Source: an optimization exercise on an open RTL-to-GDS flow (aim: small area). Production flows keep margins and buffers that such runs may drop.
The RTL was checked by simulation tests, not by an equivalence proof against the original design.
Power figures rest on the tool's default switching activity, not on a simulated workload.

Setup of oak:
Design TopDesign, start of the top module:
module TopDesign
    (
    input logic clk,
    input logic rst,
    input logic [15:0] swIns,
    input logic [4:0] debouncer,
    output logic [15:0] insLed,
    output logic [6:0] seg,
    output logic dp,
    output logic [3:0] an
    );
Size: roughly 1200 cells after synthesis, about 330 flip-flops, about 51 I/O pins, roughly 14000 µm² of cells after synthesis.
==> flow/config.mk <==
export PLATFORM = sky130hd
export DESIGN_NAME = TopDesign
export DESIGN_NICKNAME = TopDesign
export VERILOG_FILES = /design/flow/design.v
export SDC_FILE = /design/flow/constraint.sdc
export NUM_CORES = 4
export LEC_CHECK = 0
export CAP_MARGIN = 20
export CORE_MARGIN = 2
export CORE_UTILIZATION = 65
export SLEW_MARGIN = 20
export SYNTH_HIERARCHICAL = 1
==> flow/constraint.sdc <==
create_clock -name core_clock -period 10.0 [get_ports {clk}]
set_input_delay 2.0000 -clock core_clock [delete_from_list [all_inputs] [get_ports {clk}]]
set_output_delay 2.0000 -clock core_clock [all_outputs]
set_load 0.01 [all_outputs]
standard.sh (not shown) runs the stock make flow with config.mk's settings and CLKGATE_MAP_FILE= SYNTH_SCRIPT=/design/flow/synth_recipe.tcl, a recipe that flattens the netlist after the stock synthesis.
==> flow/flow/run.sh <==
#!/bin/bash
# Layout flow: the standard flow (standard.sh) with these changes.
#  Synthesis: ORFS's synth.tcl with two edits, made here with sed:
#   - Yosys's extract_fa (half/full adder extraction) only runs on the
#     FullAdd module, so the rest of the logic is left to ABC;
#   - ABC uses flow/abc_area.script (area-oriented mapping) instead of
#     ORFS's speed script.
#   Everything else (synth_recipe.tcl's -nofsm -noshare, flatten and renames,
#   the register mapping) is unchanged, so the registers are the standard
#   synthesis's.
#  Placement: port buffers use the smallest buffer cell, buf_1.
#  CTS: clkbuf_4 clock buffers, leaf clusters of up to 10 sinks within
#   35 um, no dummy loads.
set -euo pipefail
W=$PWD
sed -e 's|^  extract_fa {\*}\[dont_use_extract_fa_args\]$|  extract_fa {*}[dont_use_extract_fa_args] FullAdd|' \
    -e 's|^  log_cmd abc {\*}\$abc_args$|  lset abc_args 1 '"$W"'/flow/abc_area.script\n  log_cmd abc {*}$abc_args|' \
    "$FLOW_HOME/scripts/synth.tcl" > own_synth.tcl
grep -q 'extract_fa {\*}\[dont_use_extract_fa_args\] FullAdd' own_synth.tcl
grep -q 'flow/abc_area.script' own_synth.tcl
sed -e "s|^source \$::env(SCRIPTS_DIR)/synth.tcl$|source $W/own_synth.tcl|" synth_recipe.tcl > own_synth_recipe.tcl
grep -q own_synth.tcl own_synth_recipe.tcl
sed -e "s|SYNTH_SCRIPT=[^ ]*|SYNTH_SCRIPT=$W/own_synth_recipe.tcl|" standard.sh > own_standard.sh
grep -q own_synth_recipe.tcl own_standard.sh
bash own_standard.sh \
  "BUFFER_PORTS_ARGS=-buffer_cell sky130_fd_sc_hd__buf_1" \
  "CTS_ARGS=-sink_clustering_enable -repair_clock_nets -dont_use_dummy_load -sink_clustering_size 9 -sink_clustering_max_diameter 100 -buf_list sky130_fd_sc_hd__clkbuf_4" \
  finish > standard.log 2>&1
==> flow/flow/abc_area.script <==
&get -n
&st
&dch
&nf -R 1000
&st
&syn2
&dch
&nf -R 1000
&put
topo
stime -c
dnsize -c
## Diff of input files: pine against oak
--- a/flow/flow/run.sh
+++ b/flow/flow/run.sh
@@ -13 +13 @@
-#   35 um, no dummy loads.
+#   70 um, no dummy loads.
@@ -27 +27 @@
-  "CTS_ARGS=-sink_clustering_enable -repair_clock_nets -dont_use_dummy_load -sink_clustering_size 9 -sink_clustering_max_diameter 100 -buf_list sky130_fd_sc_hd__clkbuf_4" \
+  "CTS_ARGS=-sink_clustering_enable -repair_clock_nets -sink_clustering_size 10 -sink_clustering_max_diameter 70 -buf_list sky130_fd_sc_hd__clkbuf_4 -dont_use_dummy_load" \
Findings:
Diff oak..pine | full die area | unchanged
Of pine and oak, it is pine that has the lower clock power share.
Delta (pine minus oak): design area held steady; area added between synthesis and finish shrank by 0.16 points.
Diff oak -> pine | internal portion of total power | down slightly
pine ended up with ir[3] as its startpoint of the worst setup timing path; oak ended up with ir[2].
Comparing oak with pine, the total number of nets in the final design came out essentially unchanged.
Hold slack essentially unchanged between pine and oak.
Proportion of power drawn by flip-flops and latches ended up 0.4 points higher on pine than on oak.
STATUS total net switching power: pine wins against oak
### pine -> birch
--- a/flow/flow/run.sh
+++ b/flow/flow/run.sh
@@ -13 +13 @@
-#   70 um, no dummy loads.
+#   35 um, no dummy loads.
@@ -27 +27 @@
-  "CTS_ARGS=-sink_clustering_enable -repair_clock_nets -sink_clustering_size 10 -sink_clustering_max_diameter 70 -buf_list sky130_fd_sc_hd__clkbuf_4 -dont_use_dummy_load" \
+  "CTS_ARGS=-sink_clustering_enable -repair_clock_nets -dont_use_dummy_load -sink_clustering_size 10 -sink_clustering_max_diameter 100 -buf_list sky130_fd_sc_hd__clkbuf_4" \
## What came out
- Between birch and pine, the synthesis-to-finish area growth does not differ in any meaningful way.
- Looking at birch and pine, the via count of the routed design is a wash.
- Worst hold slack for birch: 16 ps down relative to pine
Input changes introduced in maple (baseline for comparison: birch):
--- a/flow/flow/run.sh
+++ b/flow/flow/run.sh
@@ -27 +27 @@
-  "CTS_ARGS=-sink_clustering_enable -repair_clock_nets -dont_use_dummy_load -sink_clustering_size 10 -sink_clustering_max_diameter 100 -buf_list sky130_fd_sc_hd__clkbuf_4" \
+  "CTS_ARGS=-sink_clustering_enable -repair_clock_nets -dont_use_dummy_load -sink_clustering_size 10 -sink_clustering_max_diameter 70 -buf_list sky130_fd_sc_hd__clkbuf_4" \
[summary]
- In terms of design area, maple and birch differ only marginally.
- birch reports its end point of the critical path as registerFile.m[8][7] while maple reports registerFile.m[1][7].
- maple against birch: post-detailed-routing wire length held steady, die outline height saw little to no change, smallest hold slack moved up.

re-timing with driven ports:
Ports are ideal in the flow. The routed layouts listed here were re-timed in OpenROAD. Step 1 sets driving cells, clkbuf_16 on the clock port and buf_2 on the other inputs (assumed; they add their load-dependent delay and slew). Step 2 times the ports against the registers' clock, not the clock port: input delays grow and output delays shrink by t, the midpoint of the rising clock arrivals with the driver on. Slacks: no drivers / after step 1 / after step 2; pairs: no drivers / after step 1.
run	shift t [ns]	slack for setup (ns)	hold WS [ns]	slew at the worst register clock pin (ns)
oak	0.672	3.796 / 3.796 / 3.796	0.344 / 0.344 / 0.344	0.12 / 0.12
pine	0.697	3.792 / 3.792 / 3.792	0.343 / 0.343 / 0.343	0.11 / 0.11
birch	0.671	3.752 / 3.752 / 3.752	0.327 / 0.327 / 0.327	0.12 / 0.12
maple	0.697	3.792 / 3.792 / 3.792	0.343 / 0.343 / 0.343	0.11 / 0.11
After both steps setup and hold are still met in every run listed.
